Context: an optimization exercise on an open-source flow, tuned for small area and a short achievable clock period. The choices shown serve that exercise and are no tape-out recipe. Function was not checked in any run shown here: the RTL went through the layout flow alone. No activity file was given, so power comes from the tool's default toggle rates.

[flow/run.sh]
#!/bin/bash
# The standard synthesis and layout, with two changes to how the layout
# is made:
#  - after synthesis, the Booth selector gates (a22oi) are set to their
#    smallest drive strength (the placement's repair steps resize them again
#    where timing needs it);
#  - the input and output ports are buffered with buf_2 cells rather than
#    the flow's default choice.
set -euo pipefail
bash standard.sh synth > synth.log 2>&1
R=orfs/results/sky130hd/smul_q31/base
cat > downsize.tcl <<TCL
read_db $R/1_synth.odb
set db [ord::get_db]
set m1 [\$db findMaster sky130_fd_sc_hd__a22oi_1]
set n 0
foreach inst [[ord::get_db_block] getInsts] {
  if {[[\$inst getMaster] getName] eq "sky130_fd_sc_hd__a22oi_2"} {
    \$inst swapMaster \$m1
    incr n
  }
}
puts "downsized \$n a22oi_2 to a22oi_1"
write_db $R/1_synth.odb
TCL
openroad -no_init -exit downsize.tcl > downsize.log 2>&1
export BUFFER_PORTS_ARGS="-buffer_cell sky130_fd_sc_hd__buf_2"
bash standard.sh > layout.log 2>&1
[config.mk]
export PLATFORM = sky130hd
export DESIGN_NAME = smul_q31
export DESIGN_NICKNAME = smul_q31
export VERILOG_FILES = /design/flow/design.v
export SDC_FILE = /design/flow/constraint.sdc
export NUM_CORES = 4
export LEC_CHECK = 0
export CAP_MARGIN = 20
export CORE_MARGIN = 2
export CORE_UTILIZATION = 60
export PLACE_DENSITY = 0.75
export SETUP_SLACK_MARGIN = 2.8
export SLEW_MARGIN = 20
export SYNTH_HIERARCHICAL = 1
export SYNTH_MINIMUM_KEEP_SIZE = 0
[design.v]
/*verilator lint_off MULTITOP*/
module num_rpad #(
    parameter int IN_WIDTH  = 32,
    parameter int OUT_WIDTH = 32
) (
    input  logic [ IN_WIDTH-1:0] in,
    output logic [OUT_WIDTH-1:0] out
);
  localparam int EXTEND = OUT_WIDTH - IN_WIDTH;
  assign out = {in, {EXTEND{1'b0}}};
endmodule
module num_sneg #(
    parameter int WIDTH = 32
) (
    input  logic signed [WIDTH-1:0] in,
    output logic signed [WIDTH-1:0] out
);
  assign out = -in;
endmodule
module num_sabs #(
    parameter int WIDTH = 32
) (
    input  logic signed [WIDTH-1:0] in,
    output logic signed [WIDTH-1:0] out
);
  assign out = in[WIDTH-1] ? -in : in;
endmodule
module num_min #(
    parameter int WIDTH = 32
) (
    input  logic [WIDTH-1:0] left,
    input  logic [WIDTH-1:0] right,
    output logic [WIDTH-1:0] out
);
  assign out = (left < right) ? left : right;
endmodule
module num_max #(
    parameter int WIDTH = 32
) (
    input  logic [WIDTH-1:0] left,
    input  logic [WIDTH-1:0] right,
    output logic [WIDTH-1:0] out
);
  assign out = (left > right) ? left : right;
endmodule
module num_smin #(
    parameter int WIDTH = 32
) (
    input  logic signed [WIDTH-1:0] left,
    input  logic signed [WIDTH-1:0] right,
    output logic signed [WIDTH-1:0] out
);
  assign out = (left < right) ? left : right;
endmodule
module num_smax #(
    parameter int WIDTH = 32
) (
    input  logic signed [WIDTH-1:0] left,
    input  logic signed [WIDTH-1:0] right,
    output logic signed [WIDTH-1:0] out
);
  assign out = (left > right) ? left : right;
endmodule
module num_ssignbit #(
    parameter int WIDTH = 32
) (
    input logic signed [WIDTH-1:0] in,
    output logic out
);
  assign out = in[WIDTH-1];
endmodule
module num_sadd #(
    parameter int LEFT_WIDTH = 32,
    parameter int LEFT_LSB = 0,
    parameter int RIGHT_WIDTH = 32,
    parameter int RIGHT_LSB = 0,
    parameter int OUT_WIDTH = 33
) (
    input  logic signed [ LEFT_WIDTH-1:0] left,
    input  logic signed [RIGHT_WIDTH-1:0] right,
    output logic signed [  OUT_WIDTH-1:0] out
);
  logic signed [  LEFT_LSB+LEFT_WIDTH-1:0] left_aligned;
  logic signed [RIGHT_LSB+RIGHT_WIDTH-1:0] right_aligned;
  assign left_aligned = {left, {LEFT_LSB{1'b0}}};
  assign right_aligned = {right, {RIGHT_LSB{1'b0}}};
  assign out = left_aligned + right_aligned;
endmodule
module num_smul #(
    parameter int LEFT_WIDTH = 32,
    parameter int RIGHT_WIDTH = 32,
    parameter int OUT_WIDTH = 64,
    parameter int OUT_LSB = 0
) (
    input  logic signed [ LEFT_WIDTH-1:0] left,
    input  logic signed [RIGHT_WIDTH-1:0] right,
    input  logic                          go,
    input  logic                          reset,
    input  logic                          clk,
    output logic signed [  OUT_WIDTH-1:0] out,
    output logic                          done
);
  logic [1:0] done_buffer;
  assign done = done_buffer[1];
  logic signed [       LEFT_WIDTH-1:0] left_tmp;
  logic signed [      RIGHT_WIDTH-1:0] right_tmp;
  logic signed [OUT_LSB+OUT_WIDTH-1:0] out_tmp;
  assign out = out_tmp[OUT_LSB+OUT_WIDTH-1:OUT_LSB];
  always_ff @(posedge clk) begin
    if (go) begin
      done_buffer[0] <= 1;
      done_buffer[1] <= done_buffer[0];
    end else begin
      done_buffer <= 0;
    end
  end
  always_ff @(posedge clk) begin
    if (!reset && go) begin
      left_tmp  <= left;
      right_tmp <= right;
    end else begin
      left_tmp  <= 0;
      right_tmp <= 0;
    end
  end
  always_ff @(posedge clk) begin
    if (reset) begin
      out_tmp <= 0;
    end else if (go) begin
      out_tmp <= left_tmp * right_tmp;
    end else begin
      out_tmp <= out_tmp;
    end
  end
endmodule
module smul_q31 (
    input  logic        clk,
    input  logic        reset,
    input  logic        go,
    input  logic [31:0] left,
    input  logic [31:0] right,
    output logic [31:0] out,
    output logic        done
);
  logic d0, d1;               
  logic hi;                   
  logic [39:0] sa, sb;        
  logic sl;                   
  logic qn;                   
  wire xen = go & ~d1;        
  wire cyc2 = d0 & ~d1;       
  wire hold = ~go | d1;       
  wire keep = hold & ~reset;
  wire add2 = cyc2 & ~reset;  
  assign done = d1;
  wire [16:0] bs = hi ? right[31:15] : {right[15:0], 1'b0};
  wire [31:0] x = left & {32{xen}};
  wire [55:0] rs, rc;
  sq_ha k0 (.a(sa[0]), .b(sb[0]), .s(rs[0]), .co(rc[1]));
  sq_ha k1 (.a(sa[1]), .b(sb[1]), .s(rs[1]), .co(rc[2]));
  sq_ha k2 (.a(sa[2]), .b(sb[2]), .s(rs[2]), .co(rc[3]));
  sq_ha k3 (.a(sa[3]), .b(sb[3]), .s(rs[3]), .co(rc[4]));
  sq_ha k4 (.a(sa[4]), .b(sb[4]), .s(rs[4]), .co(rc[5]));
  sq_ha k5 (.a(sa[5]), .b(sb[5]), .s(rs[5]), .co(rc[6]));
  sq_fa k6 (.a(sa[6]), .b(sb[6]), .c(qn), .s(rs[6]), .co(rc[7]));
  sq_ha k7 (.a(sa[7]), .b(sb[7]), .s(rs[7]), .co(rc[8]));
  sq_ha k8 (.a(sa[8]), .b(sb[8]), .s(rs[8]), .co(rc[9]));
  sq_ha k9 (.a(sa[9]), .b(sb[9]), .s(rs[9]), .co(rc[10]));
  sq_ha k10 (.a(sa[10]), .b(sb[10]), .s(rs[10]), .co(rc[11]));
  sq_ha k11 (.a(sa[11]), .b(sb[11]), .s(rs[11]), .co(rc[12]));
  sq_ha k12 (.a(sa[12]), .b(sb[12]), .s(rs[12]), .co(rc[13]));
  sq_ha k13 (.a(sa[13]), .b(sb[13]), .s(rs[13]), .co(rc[14]));
  sq_ha k14 (.a(sa[14]), .b(sb[14]), .s(rs[14]), .co(rc[15]));
  sq_ha k15 (.a(sa[15]), .b(sb[15]), .s(rs[15]), .co(rc[16]));
  sq_ha k16 (.a(sa[16]), .b(sb[16]), .s(rs[16]), .co(rc[17]));
  sq_ha k17 (.a(sa[17]), .b(sb[17]), .s(rs[17]), .co(rc[18]));
  sq_ha k18 (.a(sa[18]), .b(sb[18]), .s(rs[18]), .co(rc[19]));
  sq_ha k19 (.a(sa[19]), .b(sb[19]), .s(rs[19]), .co(rc[20]));
  sq_ha k20 (.a(sa[20]), .b(sb[20]), .s(rs[20]), .co(rc[21]));
  sq_ha k21 (.a(sa[21]), .b(sb[21]), .s(rs[21]), .co(rc[22]));
  sq_ha k22 (.a(sa[22]), .b(sb[22]), .s(rs[22]), .co(rc[23]));
  sq_ha k23 (.a(sa[23]), .b(sb[23]), .s(rs[23]), .co(rc[24]));
  sq_fa k24 (.a(sa[24]), .b(sb[24]), .c(hi), .s(rs[24]), .co(rc[25]));
  sq_fa k25 (.a(sa[25]), .b(sb[25]), .c(hi), .s(rs[25]), .co(rc[26]));
  sq_ha k26 (.a(sa[26]), .b(sb[26]), .s(rs[26]), .co(rc[27]));
  sq_fa k27 (.a(sa[27]), .b(sb[27]), .c(hi), .s(rs[27]), .co(rc[28]));
  sq_ha k28 (.a(sa[28]), .b(sb[28]), .s(rs[28]), .co(rc[29]));
  sq_fa k29 (.a(sa[29]), .b(sb[29]), .c(hi), .s(rs[29]), .co(rc[30]));
  sq_ha k30 (.a(sa[30]), .b(sb[30]), .s(rs[30]), .co(rc[31]));
  sq_fa k31 (.a(sa[31]), .b(sb[31]), .c(hi), .s(rs[31]), .co(rc[32]));
  sq_ha k32 (.a(sa[32]), .b(sb[32]), .s(rs[32]), .co(rc[33]));
  sq_fa k33 (.a(sa[33]), .b(sb[33]), .c(hi), .s(rs[33]), .co(rc[34]));
  sq_ha k34 (.a(sa[34]), .b(sb[34]), .s(rs[34]), .co(rc[35]));
  sq_fa k35 (.a(sa[35]), .b(sb[35]), .c(hi), .s(rs[35]), .co(rc[36]));
  sq_ha k36 (.a(sa[36]), .b(sb[36]), .s(rs[36]), .co(rc[37]));
  sq_fa k37 (.a(sa[37]), .b(sb[37]), .c(hi), .s(rs[37]), .co(rc[38]));
  sq_ha k38 (.a(sa[38]), .b(sb[38]), .s(rs[38]), .co(rc[39]));
  sq_fa k39 (.a(sa[39]), .b(sb[39]), .c(hi), .s(rs[39]), .co(rc[40]));
  assign rs[40] = 1'b0;
  assign rc[41] = 1'b0;
  assign rs[41] = hi;
  assign rc[42] = 1'b0;
  assign rs[42] = 1'b0;
  assign rc[43] = 1'b0;
  assign rs[43] = hi;
  assign rc[44] = 1'b0;
  assign rs[44] = 1'b0;
  assign rc[45] = 1'b0;
  assign rs[45] = hi;
  assign rc[46] = 1'b0;
  assign rs[46] = 1'b0;
  assign rc[47] = 1'b0;
  assign rs[47] = hi;
  assign rc[48] = 1'b0;
  assign rs[48] = 1'b0;
  assign rc[49] = 1'b0;
  assign rs[49] = hi;
  assign rc[50] = 1'b0;
  assign rs[50] = 1'b0;
  assign rc[51] = 1'b0;
  assign rs[51] = hi;
  assign rc[52] = 1'b0;
  assign rs[52] = 1'b0;
  assign rc[53] = 1'b0;
  assign rs[53] = hi;
  assign rc[54] = 1'b0;
  assign rs[54] = 1'b0;
  assign rc[55] = 1'b0;
  assign rc[0] = sl;
  wire [54:0] r = rs[54:0] + rc[54:0];
  wire [47:0] er;
  assign er[0] = (add2 & r[8]);
  assign er[1] = (add2 & r[9]);
  assign er[2] = (add2 & r[10]);
  assign er[3] = (add2 & r[11]);
  assign er[4] = (add2 & r[12]);
  assign er[5] = (add2 & r[13]);
  assign er[6] = (add2 & r[14]);
  assign er[7] = (add2 & r[15]);
  assign er[8] = (add2 & r[16]) | (keep & r[0]);
  assign er[9] = (add2 & r[17]) | (keep & r[1]);
  assign er[10] = (add2 & r[18]) | (keep & r[2]);
  assign er[11] = (add2 & r[19]) | (keep & r[3]);
  assign er[12] = (add2 & r[20]) | (keep & r[4]);
  assign er[13] = (add2 & r[21]) | (keep & r[5]);
  assign er[14] = (add2 & r[22]) | (keep & r[6]);
  assign er[15] = (add2 & r[23]) | (keep & r[7]);
  assign er[16] = (add2 & r[24]) | (keep & r[8]);
  assign er[17] = (add2 & r[25]) | (keep & r[9]);
  assign er[18] = (add2 & r[26]) | (keep & r[10]);
  assign er[19] = (add2 & r[27]) | (keep & r[11]);
  assign er[20] = (add2 & r[28]) | (keep & r[12]);
  assign er[21] = (add2 & r[29]) | (keep & r[13]);
  assign er[22] = (add2 & r[30]) | (keep & r[14]);
  assign er[23] = (add2 & r[31]) | (keep & r[15]);
  assign er[24] = (add2 & r[32]) | (keep & r[16]);
  assign er[25] = (add2 & r[33]) | (keep & r[17]);
  assign er[26] = (add2 & r[34]) | (keep & r[18]);
  assign er[27] = (add2 & r[35]) | (keep & r[19]);
  assign er[28] = (add2 & r[36]) | (keep & r[20]);
  assign er[29] = (add2 & r[37]) | (keep & r[21]);
  assign er[30] = (add2 & r[38]) | (keep & r[22]);
  assign er[31] = (add2 & r[39]) | (keep & r[23]);
  assign er[32] = (add2 & r[40]) | (keep & r[24]);
  assign er[33] = (add2 & r[41]) | (keep & r[25]);
  assign er[34] = (add2 & r[42]) | (keep & r[26]);
  assign er[35] = (add2 & r[43]) | (keep & r[27]);
  assign er[36] = (add2 & r[44]) | (keep & r[28]);
  assign er[37] = (add2 & r[45]) | (keep & r[29]);
  assign er[38] = (add2 & r[46]) | (keep & r[30]);
  assign er[39] = (add2 & r[47]) | (keep & r[31]);
  assign er[40] = (add2 & r[48]) | (keep & r[32]);
  assign er[41] = (add2 & r[49]) | (keep & r[33]);
  assign er[42] = (add2 & r[50]) | (keep & r[34]);
  assign er[43] = (add2 & r[51]) | (keep & r[35]);
  assign er[44] = (add2 & r[52]) | (keep & r[36]);
  assign er[45] = (add2 & r[53]) | (keep & r[37]);
  assign er[46] = (add2 & r[54]) | (keep & r[38]);
  assign er[47] = (keep & r[39]);
  wire [0:0] neg0, one0, two0;
  sq_benc e0 (.b(bs[2:0]), .en(xen), .neg(neg0), .one(one0), .two(two0));
  wire [0:0] neg1, one1, two1;
  sq_benc e1 (.b(bs[4:2]), .en(xen), .neg(neg1), .one(one1), .two(two1));
  wire [0:0] neg2, one2, two2;
  sq_benc e2 (.b(bs[6:4]), .en(xen), .neg(neg2), .one(one2), .two(two2));
  wire [0:0] neg3, one3, two3;
  sq_benc e3 (.b(bs[8:6]), .en(xen), .neg(neg3), .one(one3), .two(two3));
  wire [0:0] neg4, one4, two4;
  sq_benc e4 (.b(bs[10:8]), .en(xen), .neg(neg4), .one(one4), .two(two4));
  wire [0:0] neg5, one5, two5;
  sq_benc e5 (.b(bs[12:10]), .en(xen), .neg(neg5), .one(one5), .two(two5));
  wire [0:0] neg6, one6, two6;
  sq_benc e6 (.b(bs[14:12]), .en(xen), .neg(neg6), .one(one6), .two(two6));
  wire [0:0] neg7, one7, two7;
  sq_benc e7 (.b(bs[16:14]), .en(xen), .neg(neg7), .one(one7), .two(two7));
  wire [32:0] pp0, q0;
  sq_bpp b0[32:0] (.x0({x[31], x}), .x1({x, 1'b0}), .neg({{17{neg0[0]}}, {16{neg0[0]}}}), .one({{17{one0[0]}}, {16{one0[0]}}}), .two({{17{two0[0]}}, {16{two0[0]}}}), .p(q0));
  assign pp0 = {~q0[32] & xen, q0[31:0]};
  wire [32:0] pp1, q1;
  sq_bpp b1[32:0] (.x0({x[31], x}), .x1({x, 1'b0}), .neg({{17{neg1[0]}}, {16{neg1[0]}}}), .one({{17{one1[0]}}, {16{one1[0]}}}), .two({{17{two1[0]}}, {16{two1[0]}}}), .p(q1));
  assign pp1 = {~q1[32] & xen, q1[31:0]};
  wire [32:0] pp2, q2;
  sq_bpp b2[32:0] (.x0({x[31], x}), .x1({x, 1'b0}), .neg({{17{neg2[0]}}, {16{neg2[0]}}}), .one({{17{one2[0]}}, {16{one2[0]}}}), .two({{17{two2[0]}}, {16{two2[0]}}}), .p(q2));
  assign pp2 = {~q2[32] & xen, q2[31:0]};
  wire [32:0] pp3, q3;
  sq_bpp b3[32:0] (.x0({x[31], x}), .x1({x, 1'b0}), .neg({{17{neg3[0]}}, {16{neg3[0]}}}), .one({{17{one3[0]}}, {16{one3[0]}}}), .two({{17{two3[0]}}, {16{two3[0]}}}), .p(q3));
  assign pp3 = {~q3[32] & xen, q3[31:0]};
  wire [32:0] pp4, q4;
  sq_bpp b4[32:0] (.x0({x[31], x}), .x1({x, 1'b0}), .neg({{17{neg4[0]}}, {16{neg4[0]}}}), .one({{17{one4[0]}}, {16{one4[0]}}}), .two({{17{two4[0]}}, {16{two4[0]}}}), .p(q4));
  assign pp4 = {~q4[32] & xen, q4[31:0]};
  wire [32:0] pp5, q5;
  sq_bpp b5[32:0] (.x0({x[31], x}), .x1({x, 1'b0}), .neg({{17{neg5[0]}}, {16{neg5[0]}}}), .one({{17{one5[0]}}, {16{one5[0]}}}), .two({{17{two5[0]}}, {16{two5[0]}}}), .p(q5));
  assign pp5 = {~q5[32] & xen, q5[31:0]};
  wire [32:0] pp6, q6;
  sq_bpp b6[32:0] (.x0({x[31], x}), .x1({x, 1'b0}), .neg({{17{neg6[0]}}, {16{neg6[0]}}}), .one({{17{one6[0]}}, {16{one6[0]}}}), .two({{17{two6[0]}}, {16{two6[0]}}}), .p(q6));
  assign pp6 = {~q6[32] & xen, q6[31:0]};
  wire [32:0] pp7, q7;
  sq_bpp b7[32:0] (.x0({x[31], x}), .x1({x, 1'b0}), .neg({{17{neg7[0]}}, {16{neg7[0]}}}), .one({{17{one7[0]}}, {16{one7[0]}}}), .two({{17{two7[0]}}, {16{two7[0]}}}), .p(q7));
  assign pp7 = {~q7[32] & xen, q7[31:0]};
  wire s1, c2;
  sq_ha h2 (.a(er[8]), .b(neg4[0]), .s(s1), .co(c2));
  wire s3, c4;
  sq_ha h4 (.a(er[9]), .b(pp0[9]), .s(s3), .co(c4));
  wire s5, c6;
  sq_fa f6 (.a(er[10]), .b(neg5[0]), .c(pp0[10]), .s(s5), .co(c6));
  wire s7, c8;
  sq_ha h8 (.a(pp1[8]), .b(pp2[6]), .s(s7), .co(c8));
  wire s9, c10;
  sq_fa f10 (.a(er[11]), .b(pp0[11]), .c(pp1[9]), .s(s9), .co(c10));
  wire s11, c12;
  sq_ha h12 (.a(pp2[7]), .b(pp3[5]), .s(s11), .co(c12));
  wire s13, c14;
  sq_fa f14 (.a(er[12]), .b(neg6[0]), .c(pp0[12]), .s(s13), .co(c14));
  wire s15, c16;
  sq_fa f16 (.a(pp1[10]), .b(pp2[8]), .c(pp3[6]), .s(s15), .co(c16));
  wire s17, c18;
  sq_ha h18 (.a(pp4[4]), .b(pp5[2]), .s(s17), .co(c18));
  wire s19, c20;
  sq_fa f20 (.a(er[13]), .b(pp0[13]), .c(pp1[11]), .s(s19), .co(c20));
  wire s21, c22;
  sq_fa f22 (.a(pp2[9]), .b(pp3[7]), .c(pp4[5]), .s(s21), .co(c22));
  wire s23, c24;
  sq_ha h24 (.a(pp5[3]), .b(pp6[1]), .s(s23), .co(c24));
  wire s25, c26;
  sq_fa f26 (.a(er[14]), .b(pp0[14]), .c(pp1[12]), .s(s25), .co(c26));
  wire s27, c28;
  sq_fa f28 (.a(pp2[10]), .b(pp3[8]), .c(pp4[6]), .s(s27), .co(c28));
  wire s29, c30;
  sq_fa f30 (.a(pp5[4]), .b(pp6[2]), .c(pp7[0]), .s(s29), .co(c30));
  wire s31, c32;
  sq_fa f32 (.a(er[15]), .b(pp0[15]), .c(pp1[13]), .s(s31), .co(c32));
  wire s33, c34;
  sq_fa f34 (.a(pp2[11]), .b(pp3[9]), .c(pp4[7]), .s(s33), .co(c34));
  wire s35, c36;
  sq_fa f36 (.a(pp5[5]), .b(pp6[3]), .c(pp7[1]), .s(s35), .co(c36));
  wire s37, c38;
  sq_fa f38 (.a(er[16]), .b(pp0[16]), .c(pp1[14]), .s(s37), .co(c38));
  wire s39, c40;
  sq_fa f40 (.a(pp2[12]), .b(pp3[10]), .c(pp4[8]), .s(s39), .co(c40));
  wire s41, c42;
  sq_fa f42 (.a(pp5[6]), .b(pp6[4]), .c(pp7[2]), .s(s41), .co(c42));
  wire s43, c44;
  sq_fa f44 (.a(er[17]), .b(pp0[17]), .c(pp1[15]), .s(s43), .co(c44));
  wire s45, c46;
  sq_fa f46 (.a(pp2[13]), .b(pp3[11]), .c(pp4[9]), .s(s45), .co(c46));
  wire s47, c48;
  sq_fa f48 (.a(pp5[7]), .b(pp6[5]), .c(pp7[3]), .s(s47), .co(c48));
  wire s49, c50;
  sq_fa f50 (.a(er[18]), .b(pp0[18]), .c(pp1[16]), .s(s49), .co(c50));
  wire s51, c52;
  sq_fa f52 (.a(pp2[14]), .b(pp3[12]), .c(pp4[10]), .s(s51), .co(c52));
  wire s53, c54;
  sq_fa f54 (.a(pp5[8]), .b(pp6[6]), .c(pp7[4]), .s(s53), .co(c54));
  wire s55, c56;
  sq_fa f56 (.a(er[19]), .b(pp0[19]), .c(pp1[17]), .s(s55), .co(c56));
  wire s57, c58;
  sq_fa f58 (.a(pp2[15]), .b(pp3[13]), .c(pp4[11]), .s(s57), .co(c58));
  wire s59, c60;
  sq_fa f60 (.a(pp5[9]), .b(pp6[7]), .c(pp7[5]), .s(s59), .co(c60));
  wire s61, c62;
  sq_fa f62 (.a(er[20]), .b(pp0[20]), .c(pp1[18]), .s(s61), .co(c62));
  wire s63, c64;
  sq_fa f64 (.a(pp2[16]), .b(pp3[14]), .c(pp4[12]), .s(s63), .co(c64));
  wire s65, c66;
  sq_fa f66 (.a(pp5[10]), .b(pp6[8]), .c(pp7[6]), .s(s65), .co(c66));
  wire s67, c68;
  sq_fa f68 (.a(er[21]), .b(pp0[21]), .c(pp1[19]), .s(s67), .co(c68));
  wire s69, c70;
  sq_fa f70 (.a(pp2[17]), .b(pp3[15]), .c(pp4[13]), .s(s69), .co(c70));
  wire s71, c72;
  sq_fa f72 (.a(pp5[11]), .b(pp6[9]), .c(pp7[7]), .s(s71), .co(c72));
  wire s73, c74;
  sq_fa f74 (.a(er[22]), .b(pp0[22]), .c(pp1[20]), .s(s73), .co(c74));
  wire s75, c76;
  sq_fa f76 (.a(pp2[18]), .b(pp3[16]), .c(pp4[14]), .s(s75), .co(c76));
  wire s77, c78;
  sq_fa f78 (.a(pp5[12]), .b(pp6[10]), .c(pp7[8]), .s(s77), .co(c78));
  wire s79, c80;
  sq_fa f80 (.a(er[23]), .b(pp0[23]), .c(pp1[21]), .s(s79), .co(c80));
  wire s81, c82;
  sq_fa f82 (.a(pp2[19]), .b(pp3[17]), .c(pp4[15]), .s(s81), .co(c82));
  wire s83, c84;
  sq_fa f84 (.a(pp5[13]), .b(pp6[11]), .c(pp7[9]), .s(s83), .co(c84));
  wire s85, c86;
  sq_fa f86 (.a(er[24]), .b(pp0[24]), .c(pp1[22]), .s(s85), .co(c86));
  wire s87, c88;
  sq_fa f88 (.a(pp2[20]), .b(pp3[18]), .c(pp4[16]), .s(s87), .co(c88));
  wire s89, c90;
  sq_fa f90 (.a(pp5[14]), .b(pp6[12]), .c(pp7[10]), .s(s89), .co(c90));
  wire s91, c92;
  sq_fa f92 (.a(er[25]), .b(pp0[25]), .c(pp1[23]), .s(s91), .co(c92));
  wire s93, c94;
  sq_fa f94 (.a(pp2[21]), .b(pp3[19]), .c(pp4[17]), .s(s93), .co(c94));
  wire s95, c96;
  sq_fa f96 (.a(pp5[15]), .b(pp6[13]), .c(pp7[11]), .s(s95), .co(c96));
  wire s97, c98;
  sq_fa f98 (.a(er[26]), .b(pp0[26]), .c(pp1[24]), .s(s97), .co(c98));
  wire s99, c100;
  sq_fa f100 (.a(pp2[22]), .b(pp3[20]), .c(pp4[18]), .s(s99), .co(c100));
  wire s101, c102;
  sq_fa f102 (.a(pp5[16]), .b(pp6[14]), .c(pp7[12]), .s(s101), .co(c102));
  wire s103, c104;
  sq_fa f104 (.a(er[27]), .b(pp0[27]), .c(pp1[25]), .s(s103), .co(c104));
  wire s105, c106;
  sq_fa f106 (.a(pp2[23]), .b(pp3[21]), .c(pp4[19]), .s(s105), .co(c106));
  wire s107, c108;
  sq_fa f108 (.a(pp5[17]), .b(pp6[15]), .c(pp7[13]), .s(s107), .co(c108));
  wire s109, c110;
  sq_fa f110 (.a(er[28]), .b(pp0[28]), .c(pp1[26]), .s(s109), .co(c110));
  wire s111, c112;
  sq_fa f112 (.a(pp2[24]), .b(pp3[22]), .c(pp4[20]), .s(s111), .co(c112));
  wire s113, c114;
  sq_fa f114 (.a(pp5[18]), .b(pp6[16]), .c(pp7[14]), .s(s113), .co(c114));
  wire s115, c116;
  sq_fa f116 (.a(er[29]), .b(pp0[29]), .c(pp1[27]), .s(s115), .co(c116));
  wire s117, c118;
  sq_fa f118 (.a(pp2[25]), .b(pp3[23]), .c(pp4[21]), .s(s117), .co(c118));
  wire s119, c120;
  sq_fa f120 (.a(pp5[19]), .b(pp6[17]), .c(pp7[15]), .s(s119), .co(c120));
  wire s121, c122;
  sq_fa f122 (.a(er[30]), .b(pp0[30]), .c(pp1[28]), .s(s121), .co(c122));
  wire s123, c124;
  sq_fa f124 (.a(pp2[26]), .b(pp3[24]), .c(pp4[22]), .s(s123), .co(c124));
  wire s125, c126;
  sq_fa f126 (.a(pp5[20]), .b(pp6[18]), .c(pp7[16]), .s(s125), .co(c126));
  wire s127, c128;
  sq_fa f128 (.a(er[31]), .b(pp0[31]), .c(pp1[29]), .s(s127), .co(c128));
  wire s129, c130;
  sq_fa f130 (.a(pp2[27]), .b(pp3[25]), .c(pp4[23]), .s(s129), .co(c130));
  wire s131, c132;
  sq_fa f132 (.a(pp5[21]), .b(pp6[19]), .c(pp7[17]), .s(s131), .co(c132));
  wire s133, c134;
  sq_fa f134 (.a(er[32]), .b(pp0[32]), .c(pp1[30]), .s(s133), .co(c134));
  wire s135, c136;
  sq_fa f136 (.a(pp2[28]), .b(pp3[26]), .c(pp4[24]), .s(s135), .co(c136));
  wire s137, c138;
  sq_fa f138 (.a(pp5[22]), .b(pp6[20]), .c(pp7[18]), .s(s137), .co(c138));
  wire s139, c140;
  sq_fa f140 (.a(er[33]), .b(pp1[31]), .c(pp2[29]), .s(s139), .co(c140));
  wire s141, c142;
  sq_fa f142 (.a(pp3[27]), .b(pp4[25]), .c(pp5[23]), .s(s141), .co(c142));
  wire s143, c144;
  sq_ha h144 (.a(pp6[21]), .b(pp7[19]), .s(s143), .co(c144));
  wire s145, c146;
  sq_fa f146 (.a(er[34]), .b(pp1[32]), .c(pp2[30]), .s(s145), .co(c146));
  wire s147, c148;
  sq_fa f148 (.a(pp3[28]), .b(pp4[26]), .c(pp5[24]), .s(s147), .co(c148));
  wire s149, c150;
  sq_ha h150 (.a(pp6[22]), .b(pp7[20]), .s(s149), .co(c150));
  wire s151, c152;
  sq_fa f152 (.a(er[35]), .b(pp2[31]), .c(pp3[29]), .s(s151), .co(c152));
  wire s153, c154;
  sq_fa f154 (.a(pp4[27]), .b(pp5[25]), .c(pp6[23]), .s(s153), .co(c154));
  wire s155, c156;
  sq_fa f156 (.a(er[36]), .b(pp2[32]), .c(pp3[30]), .s(s155), .co(c156));
  wire s157, c158;
  sq_ha h158 (.a(pp4[28]), .b(pp5[26]), .s(s157), .co(c158));
  wire s159, c160;
  sq_fa f160 (.a(er[37]), .b(pp3[31]), .c(pp4[29]), .s(s159), .co(c160));
  wire s161, c162;
  sq_ha h162 (.a(er[38]), .b(pp3[32]), .s(s161), .co(c162));
  wire s163, c164;
  sq_ha h164 (.a(er[4]), .b(neg2[0]), .s(s163), .co(c164));
  wire s165, c166;
  sq_ha h166 (.a(er[5]), .b(pp0[5]), .s(s165), .co(c166));
  wire s167, c168;
  sq_fa f168 (.a(er[6]), .b(neg3[0]), .c(pp0[6]), .s(s167), .co(c168));
  wire s169, c170;
  sq_ha h170 (.a(pp1[4]), .b(pp2[2]), .s(s169), .co(c170));
  wire s171, c172;
  sq_fa f172 (.a(er[7]), .b(pp0[7]), .c(pp1[5]), .s(s171), .co(c172));
  wire s173, c174;
  sq_ha h174 (.a(pp2[3]), .b(pp3[1]), .s(s173), .co(c174));
  wire s175, c176;
  sq_fa f176 (.a(s1), .b(pp0[8]), .c(pp1[6]), .s(s175), .co(c176));
  wire s177, c178;
  sq_fa f178 (.a(pp2[4]), .b(pp3[2]), .c(pp4[0]), .s(s177), .co(c178));
  wire s179, c180;
  sq_fa f180 (.a(c2), .b(pp1[7]), .c(pp2[5]), .s(s179), .co(c180));
  wire s181, c182;
  sq_fa f182 (.a(pp3[3]), .b(pp4[1]), .c(s3), .s(s181), .co(c182));
  wire s183, c184;
  sq_fa f184 (.a(pp3[4]), .b(pp4[2]), .c(pp5[0]), .s(s183), .co(c184));
  wire s185, c186;
  sq_fa f186 (.a(c4), .b(s7), .c(s5), .s(s185), .co(c186));
  wire s187, c188;
  sq_fa f188 (.a(pp4[3]), .b(pp5[1]), .c(c8), .s(s187), .co(c188));
  wire s189, c190;
  sq_fa f190 (.a(s11), .b(c6), .c(s9), .s(s189), .co(c190));
  wire s191, c192;
  sq_fa f192 (.a(pp6[0]), .b(c12), .c(s17), .s(s191), .co(c192));
  wire s193, c194;
  sq_fa f194 (.a(c10), .b(s13), .c(s15), .s(s193), .co(c194));
  wire s195, c196;
  sq_fa f196 (.a(c18), .b(s23), .c(c14), .s(s195), .co(c196));
  wire s197, c198;
  sq_fa f198 (.a(c16), .b(s19), .c(s21), .s(s197), .co(c198));
  wire s199, c200;
  sq_fa f200 (.a(c24), .b(c20), .c(c22), .s(s199), .co(c200));
  wire s201, c202;
  sq_fa f202 (.a(s25), .b(s27), .c(s29), .s(s201), .co(c202));
  wire s203, c204;
  sq_fa f204 (.a(c26), .b(c28), .c(c30), .s(s203), .co(c204));
  wire s205, c206;
  sq_fa f206 (.a(s31), .b(s33), .c(s35), .s(s205), .co(c206));
  wire s207, c208;
  sq_fa f208 (.a(c32), .b(c34), .c(c36), .s(s207), .co(c208));
  wire s209, c210;
  sq_fa f210 (.a(s37), .b(s39), .c(s41), .s(s209), .co(c210));
  wire s211, c212;
  sq_fa f212 (.a(c38), .b(c40), .c(c42), .s(s211), .co(c212));
  wire s213, c214;
  sq_fa f214 (.a(s43), .b(s45), .c(s47), .s(s213), .co(c214));
  wire s215, c216;
  sq_fa f216 (.a(c44), .b(c46), .c(c48), .s(s215), .co(c216));
  wire s217, c218;
  sq_fa f218 (.a(s49), .b(s51), .c(s53), .s(s217), .co(c218));
  wire s219, c220;
  sq_fa f220 (.a(c50), .b(c52), .c(c54), .s(s219), .co(c220));
  wire s221, c222;
  sq_fa f222 (.a(s55), .b(s57), .c(s59), .s(s221), .co(c222));
  wire s223, c224;
  sq_fa f224 (.a(c56), .b(c58), .c(c60), .s(s223), .co(c224));
  wire s225, c226;
  sq_fa f226 (.a(s61), .b(s63), .c(s65), .s(s225), .co(c226));
  wire s227, c228;
  sq_fa f228 (.a(c62), .b(c64), .c(c66), .s(s227), .co(c228));
  wire s229, c230;
  sq_fa f230 (.a(s67), .b(s69), .c(s71), .s(s229), .co(c230));
  wire s231, c232;
  sq_fa f232 (.a(c68), .b(c70), .c(c72), .s(s231), .co(c232));
  wire s233, c234;
  sq_fa f234 (.a(s73), .b(s75), .c(s77), .s(s233), .co(c234));
  wire s235, c236;
  sq_fa f236 (.a(c74), .b(c76), .c(c78), .s(s235), .co(c236));
  wire s237, c238;
  sq_fa f238 (.a(s79), .b(s81), .c(s83), .s(s237), .co(c238));
  wire s239, c240;
  sq_fa f240 (.a(c80), .b(c82), .c(c84), .s(s239), .co(c240));
  wire s241, c242;
  sq_fa f242 (.a(s85), .b(s87), .c(s89), .s(s241), .co(c242));
  wire s243, c244;
  sq_fa f244 (.a(c86), .b(c88), .c(c90), .s(s243), .co(c244));
  wire s245, c246;
  sq_fa f246 (.a(s91), .b(s93), .c(s95), .s(s245), .co(c246));
  wire s247, c248;
  sq_fa f248 (.a(c92), .b(c94), .c(c96), .s(s247), .co(c248));
  wire s249, c250;
  sq_fa f250 (.a(s101), .b(s97), .c(s99), .s(s249), .co(c250));
  wire s251, c252;
  sq_fa f252 (.a(c100), .b(c102), .c(c98), .s(s251), .co(c252));
  wire s253, c254;
  sq_fa f254 (.a(s103), .b(s105), .c(s107), .s(s253), .co(c254));
  wire s255, c256;
  sq_fa f256 (.a(c104), .b(c106), .c(c108), .s(s255), .co(c256));
  wire s257, c258;
  sq_fa f258 (.a(s109), .b(s111), .c(s113), .s(s257), .co(c258));
  wire s259, c260;
  sq_fa f260 (.a(c110), .b(c112), .c(c114), .s(s259), .co(c260));
  wire s261, c262;
  sq_fa f262 (.a(s115), .b(s117), .c(s119), .s(s261), .co(c262));
  wire s263, c264;
  sq_fa f264 (.a(c116), .b(c118), .c(c120), .s(s263), .co(c264));
  wire s265, c266;
  sq_fa f266 (.a(s121), .b(s123), .c(s125), .s(s265), .co(c266));
  wire s267, c268;
  sq_fa f268 (.a(c122), .b(c124), .c(c126), .s(s267), .co(c268));
  wire s269, c270;
  sq_fa f270 (.a(s127), .b(s129), .c(s131), .s(s269), .co(c270));
  wire s271, c272;
  sq_fa f272 (.a(c128), .b(c130), .c(c132), .s(s271), .co(c272));
  wire s273, c274;
  sq_fa f274 (.a(s133), .b(s135), .c(s137), .s(s273), .co(c274));
  wire s275, c276;
  sq_fa f276 (.a(s143), .b(c134), .c(c136), .s(s275), .co(c276));
  wire s277, c278;
  sq_fa f278 (.a(c138), .b(s139), .c(s141), .s(s277), .co(c278));
  wire s279, c280;
  sq_fa f280 (.a(c144), .b(s149), .c(c140), .s(s279), .co(c280));
  wire s281, c282;
  sq_fa f282 (.a(c142), .b(s145), .c(s147), .s(s281), .co(c282));
  wire s283, c284;
  sq_fa f284 (.a(pp7[21]), .b(c150), .c(c146), .s(s283), .co(c284));
  wire s285, c286;
  sq_fa f286 (.a(c148), .b(s151), .c(s153), .s(s285), .co(c286));
  wire s287, c288;
  sq_fa f288 (.a(pp6[24]), .b(pp7[22]), .c(s157), .s(s287), .co(c288));
  wire s289, c290;
  sq_fa f290 (.a(c152), .b(c154), .c(s155), .s(s289), .co(c290));
  wire s291, c292;
  sq_fa f292 (.a(pp5[27]), .b(pp6[25]), .c(pp7[23]), .s(s291), .co(c292));
  wire s293, c294;
  sq_fa f294 (.a(c158), .b(c156), .c(s159), .s(s293), .co(c294));
  wire s295, c296;
  sq_fa f296 (.a(pp4[30]), .b(pp5[28]), .c(pp6[26]), .s(s295), .co(c296));
  wire s297, c298;
  sq_fa f298 (.a(pp7[24]), .b(s161), .c(c160), .s(s297), .co(c298));
  wire s299, c300;
  sq_fa f300 (.a(er[39]), .b(pp4[31]), .c(pp5[29]), .s(s299), .co(c300));
  wire s301, c302;
  sq_fa f302 (.a(pp6[27]), .b(pp7[25]), .c(c162), .s(s301), .co(c302));
  wire s303, c304;
  sq_fa f304 (.a(er[40]), .b(pp4[32]), .c(pp5[30]), .s(s303), .co(c304));
  wire s305, c306;
  sq_ha h306 (.a(pp6[28]), .b(pp7[26]), .s(s305), .co(c306));
  wire s307, c308;
  sq_fa f308 (.a(er[41]), .b(pp5[31]), .c(pp6[29]), .s(s307), .co(c308));
  wire s309, c310;
  sq_ha h310 (.a(er[42]), .b(pp5[32]), .s(s309), .co(c310));
  wire s311, c312;
  sq_ha h312 (.a(er[2]), .b(neg1[0]), .s(s311), .co(c312));
  wire s313, c314;
  sq_ha h314 (.a(er[3]), .b(pp0[3]), .s(s313), .co(c314));
  wire s315, c316;
  sq_fa f316 (.a(s163), .b(pp0[4]), .c(pp1[2]), .s(s315), .co(c316));
  wire s317, c318;
  sq_fa f318 (.a(c164), .b(pp1[3]), .c(pp2[1]), .s(s317), .co(c318));
  wire s319, c320;
  sq_fa f320 (.a(pp3[0]), .b(c166), .c(s169), .s(s319), .co(c320));
  wire s321, c322;
  sq_fa f322 (.a(c170), .b(s173), .c(c168), .s(s321), .co(c322));
  wire s323, c324;
  sq_fa f324 (.a(c174), .b(c172), .c(s175), .s(s323), .co(c324));
  wire s325, c326;
  sq_fa f326 (.a(c176), .b(c178), .c(s179), .s(s325), .co(c326));
  wire s327, c328;
  sq_fa f328 (.a(c180), .b(s183), .c(c182), .s(s327), .co(c328));
  wire s329, c330;
  sq_fa f330 (.a(c184), .b(s187), .c(c186), .s(s329), .co(c330));
  wire s331, c332;
  sq_fa f332 (.a(c188), .b(s191), .c(c190), .s(s331), .co(c332));
  wire s333, c334;
  sq_fa f334 (.a(c192), .b(c194), .c(s195), .s(s333), .co(c334));
  wire s335, c336;
  sq_fa f336 (.a(c196), .b(c198), .c(s199), .s(s335), .co(c336));
  wire s337, c338;
  sq_fa f338 (.a(c200), .b(c202), .c(s203), .s(s337), .co(c338));
  wire s339, c340;
  sq_fa f340 (.a(c204), .b(c206), .c(s207), .s(s339), .co(c340));
  wire s341, c342;
  sq_fa f342 (.a(c208), .b(c210), .c(s211), .s(s341), .co(c342));
  wire s343, c344;
  sq_fa f344 (.a(c212), .b(c214), .c(s215), .s(s343), .co(c344));
  wire s345, c346;
  sq_fa f346 (.a(c216), .b(c218), .c(s219), .s(s345), .co(c346));
  wire s347, c348;
  sq_fa f348 (.a(c220), .b(c222), .c(s223), .s(s347), .co(c348));
  wire s349, c350;
  sq_fa f350 (.a(c224), .b(c226), .c(s227), .s(s349), .co(c350));
  wire s351, c352;
  sq_fa f352 (.a(c228), .b(c230), .c(s231), .s(s351), .co(c352));
  wire s353, c354;
  sq_fa f354 (.a(c232), .b(c234), .c(s235), .s(s353), .co(c354));
  wire s355, c356;
  sq_fa f356 (.a(c236), .b(c238), .c(s239), .s(s355), .co(c356));
  wire s357, c358;
  sq_fa f358 (.a(c240), .b(c242), .c(s243), .s(s357), .co(c358));
  wire s359, c360;
  sq_fa f360 (.a(c244), .b(c246), .c(s247), .s(s359), .co(c360));
  wire s361, c362;
  sq_fa f362 (.a(c248), .b(c250), .c(s251), .s(s361), .co(c362));
  wire s363, c364;
  sq_fa f364 (.a(c252), .b(c254), .c(s255), .s(s363), .co(c364));
  wire s365, c366;
  sq_fa f366 (.a(c256), .b(c258), .c(s259), .s(s365), .co(c366));
  wire s367, c368;
  sq_fa f368 (.a(c260), .b(c262), .c(s263), .s(s367), .co(c368));
  wire s369, c370;
  sq_fa f370 (.a(c264), .b(c266), .c(s267), .s(s369), .co(c370));
  wire s371, c372;
  sq_fa f372 (.a(c268), .b(c270), .c(s271), .s(s371), .co(c372));
  wire s373, c374;
  sq_fa f374 (.a(c272), .b(c274), .c(s275), .s(s373), .co(c374));
  wire s375, c376;
  sq_fa f376 (.a(c276), .b(c278), .c(s279), .s(s375), .co(c376));
  wire s377, c378;
  sq_fa f378 (.a(c280), .b(c282), .c(s283), .s(s377), .co(c378));
  wire s379, c380;
  sq_fa f380 (.a(s287), .b(c284), .c(c286), .s(s379), .co(c380));
  wire s381, c382;
  sq_fa f382 (.a(s291), .b(c288), .c(c290), .s(s381), .co(c382));
  wire s383, c384;
  sq_fa f384 (.a(c292), .b(s295), .c(c294), .s(s383), .co(c384));
  wire s385, c386;
  sq_fa f386 (.a(c296), .b(s299), .c(s301), .s(s385), .co(c386));
  wire s387, c388;
  sq_fa f388 (.a(s305), .b(c300), .c(s303), .s(s387), .co(c388));
  wire s389, c390;
  sq_fa f390 (.a(pp7[27]), .b(c306), .c(c304), .s(s389), .co(c390));
  wire s391, c392;
  sq_fa f392 (.a(pp6[30]), .b(pp7[28]), .c(s309), .s(s391), .co(c392));
  wire s393, c394;
  sq_fa f394 (.a(er[43]), .b(pp6[31]), .c(pp7[29]), .s(s393), .co(c394));
  wire s395, c396;
  sq_ha h396 (.a(er[44]), .b(pp6[32]), .s(s395), .co(c396));
  wire s397, c398;
  sq_ha h398 (.a(er[0]), .b(neg0[0]), .s(s397), .co(c398));
  wire s399, c400;
  sq_ha h400 (.a(er[1]), .b(pp0[1]), .s(s399), .co(c400));
  wire s401, c402;
  sq_fa f402 (.a(s311), .b(pp0[2]), .c(pp1[0]), .s(s401), .co(c402));
  wire s403, c404;
  sq_fa f404 (.a(c312), .b(pp1[1]), .c(s313), .s(s403), .co(c404));
  wire s405, c406;
  sq_fa f406 (.a(pp2[0]), .b(c314), .c(s315), .s(s405), .co(c406));
  wire s407, c408;
  sq_fa f408 (.a(s165), .b(c316), .c(s317), .s(s407), .co(c408));
  wire s409, c410;
  sq_fa f410 (.a(c318), .b(s167), .c(s319), .s(s409), .co(c410));
  wire s411, c412;
  sq_fa f412 (.a(s171), .b(c320), .c(s321), .s(s411), .co(c412));
  wire s413, c414;
  sq_fa f414 (.a(s177), .b(c322), .c(s323), .s(s413), .co(c414));
  wire s415, c416;
  sq_fa f416 (.a(s181), .b(c324), .c(s325), .s(s415), .co(c416));
  wire s417, c418;
  sq_fa f418 (.a(c326), .b(s185), .c(s327), .s(s417), .co(c418));
  wire s419, c420;
  sq_fa f420 (.a(s189), .b(c328), .c(s329), .s(s419), .co(c420));
  wire s421, c422;
  sq_fa f422 (.a(s193), .b(c330), .c(s331), .s(s421), .co(c422));
  wire s423, c424;
  sq_fa f424 (.a(s197), .b(c332), .c(s333), .s(s423), .co(c424));
  wire s425, c426;
  sq_fa f426 (.a(s201), .b(c334), .c(s335), .s(s425), .co(c426));
  wire s427, c428;
  sq_fa f428 (.a(s205), .b(c336), .c(s337), .s(s427), .co(c428));
  wire s429, c430;
  sq_fa f430 (.a(s209), .b(c338), .c(s339), .s(s429), .co(c430));
  wire s431, c432;
  sq_fa f432 (.a(s213), .b(c340), .c(s341), .s(s431), .co(c432));
  wire s433, c434;
  sq_fa f434 (.a(s217), .b(c342), .c(s343), .s(s433), .co(c434));
  wire s435, c436;
  sq_fa f436 (.a(s221), .b(c344), .c(s345), .s(s435), .co(c436));
  wire s437, c438;
  sq_fa f438 (.a(s225), .b(c346), .c(s347), .s(s437), .co(c438));
  wire s439, c440;
  sq_fa f440 (.a(s229), .b(c348), .c(s349), .s(s439), .co(c440));
  wire s441, c442;
  sq_fa f442 (.a(s233), .b(c350), .c(s351), .s(s441), .co(c442));
  wire s443, c444;
  sq_fa f444 (.a(s237), .b(c352), .c(s353), .s(s443), .co(c444));
  wire s445, c446;
  sq_fa f446 (.a(s241), .b(c354), .c(s355), .s(s445), .co(c446));
  wire s447, c448;
  sq_fa f448 (.a(s245), .b(c356), .c(s357), .s(s447), .co(c448));
  wire s449, c450;
  sq_fa f450 (.a(s249), .b(c358), .c(s359), .s(s449), .co(c450));
  wire s451, c452;
  sq_fa f452 (.a(s253), .b(c360), .c(s361), .s(s451), .co(c452));
  wire s453, c454;
  sq_fa f454 (.a(s257), .b(c362), .c(s363), .s(s453), .co(c454));
  wire s455, c456;
  sq_fa f456 (.a(s261), .b(c364), .c(s365), .s(s455), .co(c456));
  wire s457, c458;
  sq_fa f458 (.a(s265), .b(c366), .c(s367), .s(s457), .co(c458));
  wire s459, c460;
  sq_fa f460 (.a(s269), .b(c368), .c(s369), .s(s459), .co(c460));
  wire s461, c462;
  sq_fa f462 (.a(s273), .b(c370), .c(s371), .s(s461), .co(c462));
  wire s463, c464;
  sq_fa f464 (.a(s277), .b(c372), .c(s373), .s(s463), .co(c464));
  wire s465, c466;
  sq_fa f466 (.a(s281), .b(c374), .c(s375), .s(s465), .co(c466));
  wire s467, c468;
  sq_fa f468 (.a(s285), .b(c376), .c(s377), .s(s467), .co(c468));
  wire s469, c470;
  sq_fa f470 (.a(s289), .b(c378), .c(s379), .s(s469), .co(c470));
  wire s471, c472;
  sq_fa f472 (.a(s293), .b(c380), .c(s381), .s(s471), .co(c472));
  wire s473, c474;
  sq_fa f474 (.a(s297), .b(c382), .c(s383), .s(s473), .co(c474));
  wire s475, c476;
  sq_fa f476 (.a(c298), .b(s385), .c(c384), .s(s475), .co(c476));
  wire s477, c478;
  sq_fa f478 (.a(c302), .b(s387), .c(c386), .s(s477), .co(c478));
  wire s479, c480;
  sq_fa f480 (.a(s307), .b(c388), .c(s389), .s(s479), .co(c480));
  wire s481, c482;
  sq_fa f482 (.a(c308), .b(s391), .c(c390), .s(s481), .co(c482));
  wire s483, c484;
  sq_fa f484 (.a(c310), .b(s393), .c(c392), .s(s483), .co(c484));
  wire s485, c486;
  sq_fa f486 (.a(pp7[30]), .b(s395), .c(c394), .s(s485), .co(c486));
  wire s487, c488;
  sq_fa f488 (.a(er[45]), .b(pp7[31]), .c(c396), .s(s487), .co(c488));
  wire s489, c490;
  sq_ha h490 (.a(er[46]), .b(pp7[32]), .s(s489), .co(c490));
  wire [47:0] v1 = {er[47], s489, s487, s485, s483, c480, s479, s477, s475, c472, c470, c468, c466, c464, c462, c460, c458, c456, c454, c452, c450, c448, c446, c444, c442, c440, c438, c436, c434, c432, c430, c428, c426, c424, c422, c420, c418, c416, c414, c412, c410, c408, c406, c404, c402, c400, c398, s397};
  wire [47:0] v2 = {c490, c488, c486, c484, c482, s481, c478, c476, c474, s473, s471, s469, s467, s465, s463, s461, s459, s457, s455, s453, s451, s449, s447, s445, s443, s441, s439, s437, s435, s433, s431, s429, s427, s425, s423, s421, s419, s417, s415, s413, s411, s409, s407, s405, s403, s401, s399, pp0[0]};
  wire [8:0] vlo = {1'b0, v1[7:0]} + {1'b0, v2[7:0]};
  always_ff @(posedge clk) begin
    d0 <= go;
    hi <= go & ~d0;
    d1 <= go & d0;
    sa <= v1[47:8];
    sb <= v2[47:8];
    sl <= vlo[8];
    qn <= neg7[0];
  end
  assign out = r[38:7];
endmodule
module sq_benc (
    input  logic [2:0] b,
    input  logic       en,
    output logic       neg,
    output logic       one,
    output logic       two
);
  assign neg = b[2] & ~(b[1] & b[0]) & en;    
  assign one = b[1] ^ b[0];
  assign two = (b[2] & ~b[1] & ~b[0]) | (~b[2] & b[1] & b[0]);
endmodule
module sq_bpp (
    input  logic x0,
    input  logic x1,
    input  logic neg,
    input  logic one,
    input  logic two,
    output logic p
);
  assign p = ((one & x0) | (two & x1)) ^ neg;
endmodule
module sq_fa (
    input  logic a,
    input  logic b,
    input  logic c,
    output logic s,
    output logic co
);
  assign s = a ^ b ^ c;
  assign co = (a & b) | (a & c) | (b & c);
endmodule
module sq_ha (
    input  logic a,
    input  logic b,
    output logic s,
    output logic co
);
  assign s = a ^ b;
  assign co = a & b;
endmodule
[constraint.sdc]
create_clock -name core_clock -period 8.0 [get_ports {clk}]
set_input_delay 1.6000 -clock core_clock [delete_from_list [all_inputs] [get_ports {clk}]]
set_output_delay 1.6000 -clock core_clock [all_outputs]
set_load 0.01 [all_outputs]
[standard.sh]
#!/bin/bash
# synth_recipe.tcl (not shown) runs the flow's synth.tcl, then flattens the netlist and writes it again
# the make line also repeats each setting of config.mk as NAME=value (left out here)
make -C /OpenROAD-flow-scripts/flow DESIGN_CONFIG=/design/flow/config.mk WORK_HOME=/design/flow/orfs CLKGATE_MAP_FILE= SYNTH_SCRIPT=/design/flow/synth_recipe.tcl "${@:-finish}"
==> results_dict.tcl, run 1 <==
set metrics [dict create \
    status "timing/DRC/antenna clean" \
    holdBufCountCts 0 \
    die_height_um 163 \
    synth.cell_area_sq_um 15100 \
    drt-pass1-iter-count 6 \
    netlist_instances 1431 \
    p_int_mw 4.35 \
    post-route-period-util 0.654 \
    grt_pass1_wl_mm 79.4 \
    core_area_sq_um 25000 \
    syn_to_final_growth_pct 17.7 \
    initial_core_util 0.605 \
    vias 13400 \
    fin_skew_ns 0.0131 \
    relSlewSlack 0.461 \
    worst_path_max_delay_cell "fa_1" \
    drive_gt1_frac 0.235 \
    max-cap-violations 0 \
    worst-path-buf-inv 5 \
    comb_power_share 0.854 \
    antenna_found_initial 0 \
    arrival_ns 3.63 \
    first_global_vias 13700 \
    endpoint_kind "output pin" \
    diodes 0 \
    io_pins 100 \
    crit_chain "buf_12, fa_1, ha_4, nand4_1, or3_4, a311oi_2, a211oi_2, buf_4, a21oi_4, a21boi_2, xor2_2, buf_4, inv_2, buf_6" \
    fin_nets 2015 \
    clk_latency_ns 0.36 \
    rsz0062_at_grt "yes" \
    p_leak_nw 7.10 \
    avgSynthCellArea_sq_um 10.5 \
    cp.required_ns 6.40 \
    via_per_inst 6.89 \
    grt_max_degree 42 \
    cp-start-kind "flip-flop" \
    drtIter0Drc 1850 \
    yosys_warnings 7 \
    layout_min_cycle_time_ns 5.23 \
    hold_class "flip-flop to flip-flop" \
    antenna_left 0 \
    clockRootBuffer "clkbuf_16" \
    p_sw_mw 4.86 \
    clk_pin_slew_worst_paths_ns 0.07 \
    tns_ns 0 \
    drc 0 \
    p_total_mw 9.21 \
    hpwlAfterDp_mm 34.9 \
    dieArea_sq_um 26400 \
    crit_top_cell "buf_4" \
    wl_per_cell_um 26.7 \
    port_buffers 99 \
    h-tree-depth 3 \
    pwr-share-clk 0.054 \
    drt_wl_total_mm 51.8 \
    max_freq_mhz 191 \
    fin_ws_ns 2.77 \
    share_seq_of_total_power 0.092 \
    cpPeakStageDelay_ns 0.50 \
    cts_sinks 85 \
    routabilityCongestion 0.928 \
    setup_viol 0 \
    ir_worst_vdd_v 0.000452 \
    drv_slew 0 \
    crit_family "adder cells" \
    grt.total_usage 0.395 \
    place_worst_setup_slack_ns 1.76 \
    tightest_slew_ns 0.809 \
    sw_frac_of_total 0.527 \
    cts_buffers 9 \
    fp.dieW_um 163 \
    cts_tree "yes" \
    power.density_nw_per_um2 519 \
    num_rows 58 \
    grt-ovfl-total 0 \
    clock_path_buffers 2 \
    worst-path-max-fanout 6 \
    crit_type "flip-flop to output pin" \
    hold_viol_final 0 \
]
==> what timing repair did <==
| action | CTS | global route |
|---|---|---|
| cloned | 4 | 0 |
| pin swaps | 30 | 55 |
| setup endpoints to repair | 84 | 63 |
| setup buffers | 29 | 23 |
| resized for setup | 87 | 91 |
==> power by group through the flow <==
stage	clock [mW]	sequential, mW	combinational [mW]
after floorplan	0	0.787	4.47
after global placement	0	0.836	6.42
after detailed placement	0	0.839	6.60
after CTS	0.503	0.832	7.13
after global routing	0.518	0.859	8.47
final	0.501	0.845	7.87
==> flip-flops by register name (all words and copies together) (netlist names) <==
name and cells:
qn 1, sa 40, sb 40, d0 1, sl 1, d1 1
hi 1
==> layout make-up <==
cell class / instances / area, sq um
Inverter: 18 / 93.8
Sequential cell: 85 / 1710
Timing Repair Buffer: 179 / 1180
Fill cell: 1814 / 7200
Clock buffer: 9 / 225
Clock inverter: 7 / 121
Multi-Input combinational cell: 1314 / 14000
Tap cell: 330 / 413
==> routing by layer <==
| layer | up-vias | track usage | routed length, um |
|---|---|---|---|
| met5 | - | 0 | 0 |
| met2 | 1039 | 0.597 | 22900 |
| li1 | 5601 | - | - |
| met4 | 0 | 0.152 | 1960 |
| met3 | 174 | 0.109 | 6970 |
| met1 | 6575 | 0.543 | 20000 |
==> layout by cell type, fill, tap and decap left out, drive strengths merged, types with 4 or more instances in the layout <==
master,count
a21o,24
a21oi,41
a22o,17
a22oi,266
a31oi,6
and2,46
and3,4
and4,4
buf,177
bufinv,4
clkbuf,10
conb,8
dfxtp,85
fa,234
ha,107
inv,19
mux2,16
nand2,57
nand2b,14
nand3,4
nand4,13
nor2,45
nor2b,4
nor3,10
nor4,4
o21a,4
o21ai,28
o21bai,7
o22ai,10
o31ai,9
xnor2,288
xor2,12
==> path summary, 6_finish.rpt <==
kind | start | end | slack, ns | cells after the start
worst max register to register | hi$_DFF_P_ | sb[17]$_DFF_P_ | 2.80 | 14
worst max-delay path | hi$_DFF_P_ | out[31] | 2.77 | 14
worst min-delay path | d0$_DFF_P_ | hi$_DFF_P_ | 0.45 | 1
worst min register to register | d0$_DFF_P_ | hi$_DFF_P_ | 0.45 | 1
==> stage by stage <==
stage	instances	util	instance area, sq um	hold WS (ns)
2_1_floorplan	1438	-	15200	0.413
3_3_place_gp	1870	0.648	16200	0.438
3_5_place_dp	1870	0.648	16200	0.446
4_1_cts	1919	0.690	17200	0.443
5_1_grt	1942	0.712	17800	0.468
6_report	1942	0.712	17800	0.450
==> inputs of run 2 (changes only) <==
--- a/config.mk
+++ b/config.mk
@@ -9,7 +9,7 @@
 export CORE_MARGIN = 2
 export CORE_UTILIZATION = 60
 export PLACE_DENSITY = 0.75
-export SETUP_SLACK_MARGIN = 2.8
+export SETUP_SLACK_MARGIN = 3.1
 export SLEW_MARGIN = 20
 export SYNTH_HIERARCHICAL = 1
 export SYNTH_MINIMUM_KEEP_SIZE = 0
==> run 2 against run 1 <==
Global-route usage up 3.7 points. Area after synthesis unchanged. Utilization up 6.9 points. Still clean. Sequential share of layout area down 0.78 points. Cell count up 3.8%. Clock power down 14%. Critical path type unchanged. Highest routed layer unchanged. Combinational power up about 20%.
==> results_dict.tcl, run 2 <==
set metrics [dict create \
    dieArea_sq_um 26400 \
    hp-start "d0$_DFF_P_" \
    fp.dieW_um 163 \
    drv_slew 0 \
    holdBufCountCts 0 \
    grt.total_usage 0.432 \
    yosys_warnings 7 \
    antenna_found_initial 0 \
    rr_startpoint "sa[13]$_DFF_P_" \
    netlist_instances 1431 \
    crit_family "compound AO/OA/AOI/OAI gates" \
    h-tree-depth 3 \
    hpwlAfterDp_mm 35.4 \
    worst-path-buf-inv 4 \
    cp.required_ns 6.40 \
    drt-pass1-iter-count 7 \
    num_rows 58 \
    antenna_left 0 \
    max_freq_mhz 192 \
    arrival_ns 3.60 \
    grt_pass1_wl_mm 85.5 \
    hold_class "flip-flop to flip-flop" \
    port_buffers 99 \
    status "timing/DRC/antenna clean" \
    first_global_vias 14300 \
    diodes 0 \
    p_leak_nw 7.63 \
    cts_tree "yes" \
    clk_latency_ns 0.36 \
    max-cap-violations 0 \
    wl_per_cell_um 29.3 \
    vias 14300 \
    endpoint_kind "output pin" \
    fin_nets 2090 \
    hold_viol_final 0 \
    critical_path.startpoint "qn$_DFF_P_" \
    synth.cell_area_sq_um 15100 \
    io_pins 100 \
    layout_min_cycle_time_ns 5.20 \
    power.density_nw_per_um2 549 \
    avgSynthCellArea_sq_um 10.5 \
    rsz0062_at_grt "yes" \
    final_common_cell "a22oi_1" \
    crit_chain "fa_2, ha_4, buf_4, a21oi_4, nor3_4, o31ai_4, nand3b_1, a31oi_4, o21a_1, o41ai_2, xnor2_1, buf_4, inv_2, buf_6" \
    clockRootBuffer "clkbuf_16" \
    tightest_slew_ns 0.752 \
    core_area_sq_um 25000 \
    grt-ovfl-total 0 \
    routabilityCongestion 0.977 \
    tns_ns 0 \
    die_height_um 163 \
    fin_skew_ns 0.0110 \
    ir_worst_vdd_v 0.000644 \
    drtIter0Drc 2308 \
    drive_gt1_frac 0.368 \
    cpPeakStageDelay_ns 0.36 \
    post-route-period-util 0.650 \
    drc 0 \
    top_regs "sa (40), sb (40)" \
    grt_max_degree 42 \
    final_cell_mix "a22oi_1 (264), xnor2_1 (259), fa_1 (147)" \
    initial_core_util 0.605 \
    clock_path_buffers 2 \
    syn_to_final_growth_pct 29.1 \
    clk_pin_slew_worst_paths_ns 0.07 \
    cts_sinks 85 \
    cp-start-kind "flip-flop" \
    crit_type "flip-flop to output pin" \
    hold_slack_ns 0.452 \
    setup_viol 0 \
    via_per_inst 7.09 \
    worst_path_max_delay_cell "dfxtp_4" \
    cts_buffers 9 \
    fillers 1553 \
    relSlewSlack 0.498 \
    crit_top_cell "buf_4" \
    worst-path-max-fanout 6 \
    drt_wl_total_mm 59.0 \
    placed_area_sq_um 16400 \
    stdcell_area_sq_um 19500 \
]
==> run 2: cell types whose count changed in the layout (fill, tap and decap cells not counted), sizes merged <==
cell	previous run	this run
buf	177	247
o22ai	10	15
clkinvlp	0	4
bufinv	4	1
clkinv	2	0
nor2	45	47
bufbuf	1	0
clkbuf	10	9
==> run 2: worst register-to-register path: stages, from the launching register on <==
cell,delay (ns)
dfxtp_1,0.36
ha_2,0.33
ha_4,0.32
clkinvlp_4,0.11
nor4_4,0.32
o31ai_4,0.14
nand3b_1,0.22
a31oi_4,0.13
o21a_1,0.25
o41ai_2,0.43
xnor2_1,0.19
buf_4,0.19
o22ai_4,0.20
fa_2,0.50
fa_2,0.36
fa_2,0.55
fa_2,0.42
==> run 2: final timing paths <==
path,to,slack [ns],cells past startpoint
setup / recovery,out[21],2.80,14
hold / removal,hi$_DFF_P_,0.45,1
setup reg to reg,sb[13]$_DFF_P_,2.86,16
hold reg to reg,hi$_DFF_P_,0.45,1
==> run 2: where the power goes <==
| group | switching [mW] | internal (mW) | leakage (nW) |
|---|---|---|---|
| clock | 0.189 | 0.242 | 0.135 |
| combinational | 5.18 | 4.23 | 6.78 |
| sequential | 0.132 | 0.729 | 0.715 |
| total | 5.50 | 5.20 | 7.63 |
==> run 2: final cells by class <==
cell class | instances | area (sq um) | share of cell area
clock inverter | 6 | 70.1 | 0.00359
clock buffer | 9 | 225 | 0.0116
multi-input combinational | 1321 | 15100 | 0.774
timing repair buffer | 247 | 1880 | 0.0965
tap | 330 | 413 | 0.0212
inverter | 18 | 87.6 | 0.00449
sequential | 85 | 1730 | 0.0885
==> run 2: repair_timing <==
action                                  in CTS  in global routing
gates resized for setup                    218                150
endpoints found under the setup margin      97                 78
gates cloned                                10                  0
setup buffers                               95                 37
pin swaps                                   78                115
==> run 2: layer usage <==
layer | wire length, um | vias up | part of all wire | global-route usage
met4 | 3660 | 0 | 0.062 | 0.213
met2 | 25500 | 1260 | 0.43 | 0.647
met1 | 21000 | 6989 | 0.36 | 0.564
met3 | 8840 | 272 | 0.15 | 0.145
li1 | - | 5771 | - | -
met5 | 0 | - | 0 | 0
==> run 2: through the flow <==
stage / worst slack [ns] / utilization / std cells / power (mW)
after detailed placement: 1.94 / 0.655 / 1859 / 7.51
after floorplan: 2.90 / - / 1438 / 5.30
after global routing: 2.71 / 0.781 / 2016 / 11.3
after CTS: 2.87 / 0.746 / 1979 / 9.42
final: 2.80 / 0.781 / 2016 / 10.7
after global placement: 1.99 / 0.655 / 1859 / 7.32

-- re-timing with driven ports --
How much do the figures lean on ideal ports? The routed layouts below were timed once more, with nothing changed but the port constraints.
Step 1: set_driving_cell puts a clkbuf_16 on clk and a buf_2 on each other input, an assumption about the parent block.
Step 2 also shifts input and output timing later by t, the mid clock arrival at the registers, as if the neighbouring blocks saw the same clock.
Slacks: no drivers / after step 1 / after step 2; pairs: no drivers / after step 1.
| run | t (ns) | setup slack, ns | hold slack, ns | worst register clock-pin slew, ns | pins driven straight from the clock port |
|---|---|---|---|---|---|
| run 1 | 0.395 | 2.769 / 2.723 / 2.554 | 0.450 / 0.450 / 0.450 | 0.07 / 0.07 | 1 |
| run 2 | 0.401 | 2.800 / 2.754 / 2.648 | 0.452 / 0.452 / 0.452 | 0.07 / 0.07 | 1 |
After both steps every run listed still meets setup and hold. For run 1, which loses most, drivers alone change the setup slack by -0.046 ns; drivers and shift together by -0.215 ns.
